From an optimization exercise on the open Yosys and OpenROAD flow, aimed at small area, a short achievable clock period and few clock cycles; shortcuts taken in it are not production practice.
No run shown here included a check of the RTL's function; only the layout flow was run.

==> flow/design.v, too long to show whole: its modules and the start of the top module <==
// module mod_mult_m_23: 3295 lines
// module mm_fa: 4 lines
// module mm_bpp: 3 lines
// module mm_ha: 4 lines
module mod_mult_m_23 (
  input  wire        clk,
  input  wire        rst,
  input  wire        in_valid,
  input  wire [22:0] input_data0,
  input  wire [22:0] input_data1,
  output wire        out_valid,
  output reg  [22:0] output_data
);
  // ...
==> flow/run.sh <==
#!/bin/bash
# synth_recipe.tcl (not shown) runs the flow's synth.tcl, then flattens the netlist and writes it again
# the make line also repeats each setting of config.mk as NAME=value (left out here)
make -C /OpenROAD-flow-scripts/flow DESIGN_CONFIG=/design/flow/config.mk WORK_HOME=/design/flow/orfs CLKGATE_MAP_FILE= SYNTH_SCRIPT=/design/flow/synth_recipe.tcl finish
==> flow/config.mk <==
export PLATFORM = sky130hd
export DESIGN_NAME = mod_mult_m_23
export DESIGN_NICKNAME = mod_mult_m_23
export VERILOG_FILES = /design/flow/design.v
export SDC_FILE = /design/flow/constraint.sdc
export NUM_CORES = 4
export LEC_CHECK = 0
export CAP_MARGIN = 20
export CORE_MARGIN = 2
export CORE_UTILIZATION = 50
export SETUP_SLACK_MARGIN = 3.4
export SLEW_MARGIN = 20
export SYNTH_HIERARCHICAL = 1
==> flow/constraint.sdc <==
create_clock -name core_clock -period 7.5 [get_ports {clk}]
set_input_delay 1.5000 -clock core_clock [delete_from_list [all_inputs] [get_ports {clk}]]
set_output_delay 1.5000 -clock core_clock [all_outputs]
set_load 0.01 [all_outputs]
==> run summary, run 1 <==
status - timing/DRC/antenna clean
CP top delay family - adder cells
num ports - 73
fin area - 24700 µm²
RSZ-0062 raised after global routing - no
Non-clock buffers, area share - 0.04772
# Taps - 585
non-clock buffer count - 131
clk root buf - clkbuf_16
final hold slack - 0.3506 ns
Largest area class, layout - multi-input gates
Most used DFF post-synth - dfxtp_1
Hold Crit Depth - 0
drt total wl - 60.99 mm
Worst Setup End Kind - register
met2 WL post-DR - 29.24 mm
most common cell after layout, fill and taps aside - fa_1
DP HPWL - 44.14 mm
IO buf count - 72
met2 Resource Use GR - 0.4622
Synth cell types - 61
fraction of area in registers - 0.2182
yosys warns - 7
Max Clock Freq - 0.2519 GHz
remaining antenna violation count after routing - 0
routing usage on met3 - 0.06545
die span in y - 212.7 µm
die area - 45250 µm²
==> run 2: changes to the inputs <==
--- a/flow/config.mk
+++ b/flow/config.mk
@@ -8,6 +8,8 @@
 export CAP_MARGIN = 20
 export CORE_MARGIN = 2
 export CORE_UTILIZATION = 50
-export SETUP_SLACK_MARGIN = 3.4
+export CTS_BUF_LIST = sky130_fd_sc_hd__clkbuf_8
+export CTS_CLUSTER_SIZE = 24
+export SETUP_SLACK_MARGIN = 3.8
 export SLEW_MARGIN = 20
 export SYNTH_HIERARCHICAL = 1
==> run 2 against run 1 <==
Still clean. Critical endpoint is now m1381. Area after synthesis did not move. Utilization is 2.3 points higher. Worst setup slack better by 0.32 ns. Non-clock buffer count is 53 higher. Maximum frequency rose by 8.8%. Critical path type unchanged.
==> run summary, run 2 <==
drt total wl - 65.78 mm (+7.9%)
Largest regs - a_r: 23 flops, output_data: 23 flops
Most used DFF post-synth - dfxtp_1
DRT Pass-1 Iters - 5
DP HPWL - 43.76 mm (-0.87%)
#FFs+latches synth - 267
fin cells - 2534
CTS Sinks - 267
first-pass GRT wire length - 96.48 mm
CTS tree - yes
most common cell after layout, fill and taps aside - fa_1
num ports - 73 (unchanged)
cell taking the most area after synthesis - fa_1
synthesized area per cell - 12.93 µm²
setup ws final - 3.852 ns
Clock Tree Buf Depth - 3
final setup fails - 0
Clock Skew - 0.02751 ns
die area - 45250 µm² (unchanged)
Global Route Usage Sum - 0.2938
Slew Limit Headroom - 0.2674
final hold slack - 0.3489 ns (-0.001777 ns)
Skew-Pair Late Insertion Delay - 0.65 ns
Placement Setup Slack - 3.349 ns
largest net degree at the start of global routing - 27
ratio of cells with drive above 1 in the final layout - 0.2556
num rows - 76
top cells by count, synth - fa_1, xnor2_1, dfxtp_1
Synth Instances - 1685
FF-to-FF setup slack - 3.85 ns
Worst EP required - 7.98 ns
Seq/Total Area, Yosys - 0.2466
HP Class - register to register
grt ovf - 0
routability-driven placement congestion ratio - 0.9066
antenna violations before repair - 2
Cell Area, Synth - 21780 µm²
H-tree lvl count - 2
Fin. Hold Viols - 0
number of buffers created by CTS - 49
critical path class - register to register
setup TNS - 0 ns
Final Max Slew Viols - 0
Max-Cap Viols - 0
arrival time at the worst endpoint - 4.13 ns
placed cell count - 2345
Worst-path clk slew - 0.06 ns
yosys warns - 7 (unchanged)
clk root buf - clkbuf_8
remaining antenna violation count after routing - 0 (unchanged)
vias - 14550
Synth top area share - 0.3217
Initial Util - 0.5056
Tcrit/Tclk final - 0.4864
IO buf count - 72 (unchanged)
Avg Vias per Cell - 5.743
CORE AREA - 43080 µm²
DR DRC count - 0
Wirelength per Cell - 25.96 µm
clock period minus worst slack - 3.648 ns
syn nets - 2197
Core Util, Final - 0.5968
RSZ-0062 raised after global routing - yes
status - timing/DRC/antenna clean
initial DRC count - 929
Die W - 212.7 µm
Post-synth EDFFs - 0
Worst-Margin Slew - 1.097 ns
CP max FO - 11
Max Clock Freq - 0.2741 GHz (+8.8%)
die span in y - 212.7 µm (unchanged)
# nets final - 2422
Synth cell types - 61 (unchanged)
commonest cells after routing, fill and taps aside - fa_1, xnor2_1, a22oi_2, dfxtp_1, inv_1
most frequent cell after synthesis - fa_1
most area-consuming cells after synthesis - fa_1, dfxtp_1, a22oi_2
Worst Setup End Kind - register
startpoint types - register
vias in the first global route - 15430
ys async rst share - 0.01873
Syn-to-layout area delta - 18.03%
run 2: kinds of logic after synthesis:
kind of cell               Yosys count  synth area share
AOI/OAI and AO/OA                  362            0.1804
and+or+nand+nor                    136           0.03275
xor gates and xnor gates           317            0.1275
adders and majority gates          463            0.3866
buffers and inverters              135           0.02384
muxes                                5          0.002355
DFF                                267            0.2466
run 2: final timing paths:
path | start | endpoint | depth (start not counted)
max | be156 | m1381 | 8
min | valid_pipe[2] | valid_pipe[3] | 0
max reg2reg | be156 | m1381 | 8
min reg2reg | valid_pipe[2] | valid_pipe[3] | 0
max in group asynchronous | rst | valid_pipe[1] | 1
min in group asynchronous | rst | valid_pipe[4] | 1
run 2: final cells by class:
class,instances,area [µm²]
fillers,3593,17370
repair buffers,184,1976
flip-flops and latches,267,5534
clock inverters,28,227.7
multi-input cells,1283,15930
inverters,125,469.2
diodes,1,2.502
clock buffers,61,839.6
well taps,585,732.0
run 2: per-module statistics from Yosys, one instance, submodules excluded:
module	flops+latches	area, µm²
mod_mult_m_23	267	9285
mm_bpp	0	21.27
mm_fa	0	20.02
mm_ha	0	12.51
run 2: per-layer routing:
layer	global-route usage	wire length, µm	vias to the layer above
met4	0.1213	3118	2
met2	0.4952	31890	592
met5	0	13	-
li1	-	-	6251
met3	0.05677	4634	180
met1	0.3719	26120	7528
run 2: critical path: stages, from the launching register on:
cell and delay [ns]:
dfxtp_4 0.46, buf_4 0.19, a22oi_2 0.07, xnor2_1 0.17, fa_1 0.58, fa_1 0.46, fa_1 0.53, fa_1 0.52
fa_1 0.50
run 2: what timing repair did:
action,4_1_cts,5_1_grt
resized for setup,47,6
hold buffers,0,0
endpoints found under the setup margin,36,25
buffers inserted,24,73
pin swaps,1,3
run 2: per-stage QoR:
stage          cell area [µm²]
3_5_place_dp             23340
4_1_cts                  24860
5_1_grt                  25710
6_report                 25710
3_3_place_gp             23340
2_1_floorplan            21840
==> run 3: changes to the inputs <==
==> flow/flow/run.sh (new file) <==
#!/bin/bash
# Own flow: the standard layout, with its scripts kept for inspection.
cp standard.sh standard.sh.txt 2>/dev/null
cp config.mk config.mk.txt 2>/dev/null
bash standard.sh > standard.log 2>&1
==> flow/standard.sh (new file) <==
#!/bin/bash
# synth_recipe.tcl (not shown) runs the flow's synth.tcl, then flattens the netlist and writes it again
# the make line also repeats each setting of config.mk as NAME=value (left out here)
make -C /OpenROAD-flow-scripts/flow DESIGN_CONFIG=/design/flow/config.mk WORK_HOME=/design/flow/orfs CLKGATE_MAP_FILE= SYNTH_SCRIPT=/design/flow/synth_recipe.tcl "${@:-finish}"
--- a/flow/config.mk
+++ b/flow/config.mk
@@ -8,8 +8,6 @@
 export CAP_MARGIN = 20
 export CORE_MARGIN = 2
 export CORE_UTILIZATION = 50
-export CTS_BUF_LIST = sky130_fd_sc_hd__clkbuf_8
-export CTS_CLUSTER_SIZE = 24
 export SETUP_SLACK_MARGIN = 3.8
 export SLEW_MARGIN = 20
 export SYNTH_HIERARCHICAL = 1
removed: flow/run.sh
==> run 3 against run 2 <==
Hold slack barely moved. Largest cell class unchanged. Synthesized cell count did not move. Area after synthesis did not move. Sequential cell count did not move. Still clean on timing, DRC and antenna.
==> run summary, run 3 <==
status - timing/DRC/antenna clean
# nets final - 2403 (-0.78%)
clk root buf - clkbuf_16
top cells by count, synth - fa_1, xnor2_1, dfxtp_1
#FFs+latches synth - 267 (unchanged)
Skew-Pair Late Insertion Delay - 0.61 ns (-0.04 ns)
Global Route Usage Sum - 0.2920 (-0.001791)
Synth top area share - 0.3217 (unchanged)
Slew Limit Headroom - 0.2381 (-0.02923)
Worst-Margin Slew - 1.141 ns (+0.04379 ns)
initial DRC count - 1013 (+9.0%)
Worst Setup End Kind - register
vias - 14520 (-0.23%)
cell taking the most area after synthesis - fa_1
drt total wl - 66.34 mm (+0.85%)
Hold Crit Depth - 0 (unchanged)
arrival time at the worst endpoint - 4.18 ns (+0.05 ns)
Clock Skew - 0.02999 ns (+0.002487 ns)
Max Clock Freq - 0.2738 GHz (-0.11%)
FF-to-FF setup slack - 3.85 ns (about the same)
H-tree lvl count - 1 (-1)
Hold Crit Start - valid_pipe[2]
number of buffers created by CTS - 31 (-37%)
RSZ-0062 raised after global routing - yes
Most used DFF post-synth - dfxtp_1
remaining antenna violation count after routing - 0 (unchanged)
syn nets - 2197 (unchanged)
num ports - 73 (unchanged)
Final Max Slew Viols - 0 (unchanged)
HP Class - register to register
synthesized area per cell - 12.93 µm² (unchanged)
Initial Util - 0.5056 (unchanged)
DR DRC count - 0 (unchanged)
clock period minus worst slack - 3.652 ns (+0.004000 ns)
num rows - 76 (unchanged)
CORE AREA - 43080 µm² (unchanged)
Wirelength per Cell - 26.56 µm (+2.3%)
yosys warns - 7 (unchanged)
DP HPWL - 43.76 mm (unchanged)
FF-to-FF path depth - 6 (-2)
placed cell areas - 23340 µm² (unchanged)
Largest regs - a_r: 23 flops, output_data: 23 flops
Avg Vias per Cell - 5.813 (+1.2%)
Cell Area, Synth - 21780 µm² (unchanged)
vias in the first global route - 15320 (-0.75%)
Synth Instances - 1685 (unchanged)
Seq/Total Area, Yosys - 0.2466 (unchanged)
ratio of cells with drive above 1 in the final layout - 0.2432 (-0.01245)
Synth cell types - 61 (unchanged)
startpoint types - register
CP cell instances - xnor2_1, fa_1, fa_1, fa_1, fa_1, fa_1
slowest stage delay, CP - 0.64 ns (+0.06 ns)
reg2reg start - be208
Fin. Hold Viols - 0 (unchanged)
grt ovf - 0 (unchanged)
die area - 45250 µm² (unchanged)
Hold Path End - valid_pipe[3]
Worst EP required - 8.02 ns (+0.04 ns)
Clock Tree Buf Depth - 3 (unchanged)
CTS tree - yes
CTS Sinks - 267 (unchanged)
CP max FO - 14 (+3)
most area-consuming cells after synthesis - fa_1, dfxtp_1, a22oi_2
Post-synth EDFFs - 0 (unchanged)
largest net degree at the start of global routing - 27 (unchanged)
critical path class - register to register
most common cell after layout, fill and taps aside - fa_1
fin area - 25710 µm² (about the same)
final setup fails - 0 (unchanged)
DRT Pass-1 Iters - 5 (unchanged)
antenna violations before repair - 2 (unchanged)
Worst Path Buf+Inv - 0 (-1)
slowest CP cell - fa_1
Syn-to-layout area delta - 18.04% (about the same)
Most common cell on crit path - fa_1
ys async rst share - 0.01873 (unchanged)
Reg-to-Reg End - m1396
most frequent cell after synthesis - fa_1
die span in y - 212.7 µm (unchanged)
commonest cells after routing, fill and taps aside - fa_1, xnor2_1, a22oi_2, dfxtp_1, inv_1
IO buf count - 72 (unchanged)
CP top delay family - adder cells
Max-Cap Viols - 0 (unchanged)
setup TNS - 0 ns (unchanged)
Worst-path clk slew - 0.06 ns (about the same)
routability-driven placement congestion ratio - 0.9066 (unchanged)
Tcrit/Tclk final - 0.4869 (+0.0005333)
first-pass GRT wire length - 96.46 mm (about the same)
Die W - 212.7 µm (unchanged)
==> run 3: cell counts after synthesis <==
Identical to the previous run, type by type.
==> run 3: kinds of logic (layout without fill, tap and decap cells) <==
kind of cell               after synthesis  after routing  synth area share
buffers and inverters                  135            362           0.02384
AOI/OAI and AO/OA                      362            362            0.1804
muxes                                    5              5          0.002355
xor gates and xnor gates               317            317            0.1275
adders and majority gates              463            463            0.3866
other                                    0              1                 0
and+or+nand+nor                        136            136           0.03275
DFF                                    267            267            0.2466
==> run 3: cell type report <==
class / count / area [µm²]
Multi-Input combinational cell: 1283 / 15930
Antenna cell: 1 / 2.502
Fill cell: 3552 / 17370
Clock inverter: 10 / 192.7
Timing Repair Buffer: 183 / 1964
Tap cell: 585 / 732.0
Clock buffer: 44 / 884.6
Inverter: 125 / 469.2
Sequential cell: 267 / 5534
==> run 3: repair_timing <==
action                                 CTS  global route
pin swaps                                1             2
setup endpoints to repair               36            25
setup buffers                           25            73
hold buffers                             0             0
endpoints found under the hold margin    0             0
gates resized for setup                 47             5
==> run 3: per-module statistics from Yosys, one instance, submodules excluded <==
module	area, µm²	cells	flops+latches
mod_mult_m_23	9285	816	267
mm_bpp	21.27	2	0
mm_fa	20.02	1	0
mm_ha	12.51	1	0
==> run 3: worst max path at each step <==
stage | endpoint | start | depth (start not counted)
floorplan | m1396 | a_r[22] | 8
global placement | m1396 | be206 | 7
detailed placement | m1396 | be156 | 7
CTS | m1396 | be206 | 7
global route | k0[15] | y1861 | 14
finish | m1396 | be208 | 6
==> run 3: per-layer routing <==
layer | part of all wire | up-vias | track usage
met4 | 0.050 | 2 | 0.1194
met1 | 0.40 | 7558 | 0.3739
li1 | - | 6204 | -
met3 | 0.067 | 177 | 0.04883
met2 | 0.48 | 579 | 0.4936
met5 | 0.00017 | - | 0
==> run 3: worst register-to-register path: stages (launching register included) <==
cell and delay (ns):
dfxtp_4 0.59, xnor2_1 0.23, fa_1 0.51, fa_1 0.52, fa_1 0.54, fa_1 0.54, fa_1 0.64
==> run 3: metrics by stage <==
step                instances  hold slack (ns)    util  setup WS, ns
floorplan                1685           0.3312       -         3.810
detailed placement       2345           0.3389  0.5417         3.349
global route             2497           0.3548  0.5968         3.762
global placement         2345           0.3358  0.5417         3.343
CTS                      2424           0.3519  0.5776         3.787
finish                   2498           0.3488  0.5968         3.848
==> run 4: changes to the inputs <==
==> flow/flow/run.sh (replaced) <==
#!/bin/bash
# Own flow: the standard synthesis, then every combinational cell set to its
# smallest drive strength (timing repair upsizes where the margin needs it), then
# the standard layout with port buffers of the smallest buffer cell.
set -euo pipefail
bash standard.sh synth > synth.log 2>&1
R=orfs/results/sky130hd/mod_mult_m_23/base
cp $R/1_2_yosys.v 1_2_yosys.orig.v
python3 flow/downsize.py $R/1_2_yosys.v $FLOW_HOME/platforms/sky130hd/lib/sky130_fd_sc_hd__tt_025C_1v80.lib > downsize.log 2>&1
rm -f $R/1_synth.odb $R/1_synth.sdc
bash standard.sh "BUFFER_PORTS_ARGS=-buffer_cell sky130_fd_sc_hd__buf_1" finish > layout.log 2>&1
==> flow/flow/downsize.py (new file) <==
#!/usr/bin/env python3
"""Set every combinational cell of the synthesized netlist to its smallest drive
strength (same function and pins); timing repair later upsizes where needed.
Flip-flops and other sequential cells are left as synthesis made them.
usage: downsize.py NETLIST LIBERTY"""
import re, sys
net, lib = sys.argv[1], sys.argv[2]
lt = open(lib).read()
cells = set(re.findall(r'cell\s*\(\s*"?(sky130_fd_sc_hd__\w+?)"?\s*\)', lt))
seq = set(m for m in cells if re.search(r'__(df|dl|sdf|edf|sdl|lpflow|clk|probe|conb|tap|fill|decap|diode)', m))
txt = open(net).read()
count = {}
def repl(m):
    base, drv = m.group(1), m.group(2)
    full = base + '_' + drv
    if full in seq or base + '_1' in seq:
        return m.group(0)
    for small in ('0', '1'):
        cand = base + '_' + small
        if cand in cells and cand != full and int(small) < int(drv):
            count[full + '->' + cand] = count.get(full + '->' + cand, 0) + 1
            return cand + m.group(3)
    return m.group(0)
txt2 = re.sub(r'\b(sky130_fd_sc_hd__[a-z0-9]+?)_(\d+)(\s+[\\\w])', repl, txt)
open(net, 'w').write(txt2)
for k, v in sorted(count.items()):
    print(v, k)
==> run 4 against run 3 <==
Cell area shrank 8.8%. Worst setup slack gained 0.035 ns. Maximum frequency grew 0.96%. Hold slack gained 0.0031 ns. Count of clock-buffer cells in the layout shrank 3. Critical path type unchanged.
==> run summary, run 4 <==
Largest regs - a_r: 23 flops, output_data: 23 flops
Max-Cap Viols - 0 (unchanged)
Syn-to-layout area delta - 14.75%
startpoint types - register
num rows - 74 (-2.6%)
Most common cell on crit path - fa_1
slowest CP cell - fa_1
Clock Tree Buf Depth - 3 (unchanged)
antenna violations before repair - 1 (-1)
status - timing/DRC/antenna clean
Slew Limit Headroom - 0.2580 (+0.01990)
Initial Util - 0.5039 (-0.001718)
Global Route Usage Sum - 0.2815 (-0.01059)
Inserted Diodes - 0 (-1)
crit path from - be3
DR DRC count - 0 (unchanged)
CP top delay family - adder cells
routability-driven placement congestion ratio - 0.9690 (+6.9%)
Worst EP required - 7.96 ns (-0.06 ns)
CTS Sinks - 267 (unchanged)
Worst Path Buf+Inv - 1 (+1)
reg2reg start - be3
slowest stage delay, CP - 0.58 ns (-0.06 ns)
arrival time at the worst endpoint - 4.08 ns (-0.10 ns)
initial DRC count - 1172 (+16%)
final setup fails - 0 (unchanged)
clock period minus worst slack - 3.617 ns (-0.03484 ns)
Skew-Pair Late Insertion Delay - 0.60 ns (about the same)
vias - 14170 (-2.4%)
most common cell after layout, fill and taps aside - fa_1
first-pass GRT wire length - 88.65 mm (-8.1%)
IO buf count - 72 (unchanged)
clk root buf - clkbuf_16
largest net degree at the start of global routing - 27 (unchanged)
Die W - 206.2 µm (-3.1%)
CTS tree - yes
die area - 42500 µm² (-6.1%)
HP Class - register to register
setup TNS - 0 ns (unchanged)
Cell Area, Synth - 20430 µm² (-6.2%)
# nets final - 2346 (-2.4%)
remaining antenna violation count after routing - 0 (unchanged)
placed cell areas - 21610 µm² (-7.4%)
Max Clock Freq - 0.2765 GHz (+0.96%)
CP max FO - 23 (+9)
Worst-path clk slew - 0.06 ns (about the same)
Synth Instances - 1685 (unchanged)
Final Max Slew Viols - 0 (unchanged)
CP cell instances - buf_8, a22oi_1, xnor2_1, fa_1, fa_1, fa_1, fa_1, fa_1
CORE AREA - 40550 µm² (-5.9%)
die span in y - 206.2 µm (-3.1%)
yosys warns - 7 (unchanged)
Worst-Margin Slew - 1.111 ns (-0.02981 ns)
number of buffers created by CTS - 31 (unchanged)
num ports - 73 (unchanged)
Wirelength per Cell - 25.25 µm (-4.9%)
Hold Crit Start - valid_pipe[3]
synthesized area per cell - 12.13 µm² (-6.2%)
Worst Setup End Kind - register
grt ovf - 0 (unchanged)
Avg Vias per Cell - 5.929 (+2.0%)
Clock Skew - 0.02767 ns (-0.002324 ns)
syn nets - 2197 (unchanged)
ratio of cells with drive above 1 in the final layout - 0.08288 (-0.1603)
commonest cells after routing, fill and taps aside - fa_1, xnor2_1, a22oi_1, dfxtp_1, inv_1
DP HPWL - 41.16 mm (-5.9%)
DRT Pass-1 Iters - 6 (+1)
H-tree lvl count - 1 (unchanged)
Fin. Hold Viols - 0 (unchanged)
vias in the first global route - 14990 (-2.1%)
fin area - 23450 µm² (-8.8%)
Tcrit/Tclk final - 0.4823 (-0.004645)
critical path class - register to register
RSZ-0062 raised after global routing - yes
drt total wl - 60.34 mm (-9.0%)
## run 4: cell type report
cell class	count	area, µm²
clock buffer	41	843.3
clock inverter	16	185.2
fill	3393	17110
inverter	125	469.2
multi-input combinational	1283	14670
sequential	267	5465
tap	532	665.6
timing repair buffer	126	1149
## run 4: per-stage QoR
step | setup WS [ns] | utilization | std cells | hold WS (ns)
after floorplan | 3.824 | - | 1685 | 0.3312
after global placement | 3.301 | 0.5329 | 2314 | 0.3371
after detailed placement | 3.214 | 0.5329 | 2314 | 0.3370
after CTS | 3.800 | 0.5624 | 2371 | 0.3589
after global routing | 3.773 | 0.5782 | 2390 | 0.3655
final | 3.883 | 0.5782 | 2390 | 0.3519
## run 4: layer usage
metal  up-vias  GRT usage  part of all wire
met4         2     0.1398             0.043
met2       739     0.4752              0.50
met1      7181     0.3475              0.38
met5         -          0           0.00023
li1       6100          -                 -
met3       148    0.05125             0.083
## run 4: path summary, 6_finish.rpt
check                           endpoint  cells after the start  slack [ns]
max                                m1378                      8        3.88
min                        valid_pipe[4]                      0        0.35
max reg2reg                        m1378                      8        3.88
min reg2reg                valid_pipe[4]                      0        0.35
max in group asynchronous  valid_pipe[3]                      1        6.56
min in group asynchronous  valid_pipe[1]                      1        0.75
## run 4: worst register-to-register path: stages, from the launching register on
cell and delay (ns):
dfxtp_1 0.34, buf_8 0.22, a22oi_1 0.12, xnor2_1 0.29, fa_1 0.48, fa_1 0.52, fa_1 0.58, fa_1 0.46
fa_1 0.49
## run 4: what timing repair did
| action | CTS | global route |
|---|---|---|
| setup endpoints to repair | 64 | 29 |
| setup buffers | 0 | 12 |
| cloned | 0 | 7 |
| gates resized for setup | 60 | 70 |
| hold buffers | 0 | 0 |
| pin swaps | 1 | 33 |

afterwards: timing with drivers on the ports:
The flow's constraints put no driver on any port. The routed layouts listed below were extracted and timed again, unchanged, in two steps.
Step 1, drivers: a clkbuf_16 drives clk and a buf_2 each remaining input, both assumed.
Step 2 times the ports against the registers' clock, not the clock port: input delays grow and output delays shrink by t, the midpoint of the rising clock arrivals with the driver on.
a / b / c = no drivers / after step 1 / after step 2; a / b = the first two.
run | t, ns | slack for setup (ns) | hold slack, ns
run 1 | 0.640 | 3.531 / 3.531 / 3.531 | 0.351 / 0.351 / 0.351
run 2 | 0.690 | 3.852 / 3.852 / 3.852 | 0.349 / 0.349 / 0.349
run 3 | 0.661 | 3.848 / 3.848 / 3.848 | 0.349 / 0.349 / 0.349
run 4 | 0.648 | 3.883 / 3.883 / 3.883 | 0.352 / 0.352 / 0.352
After both steps every run listed still meets setup and hold.
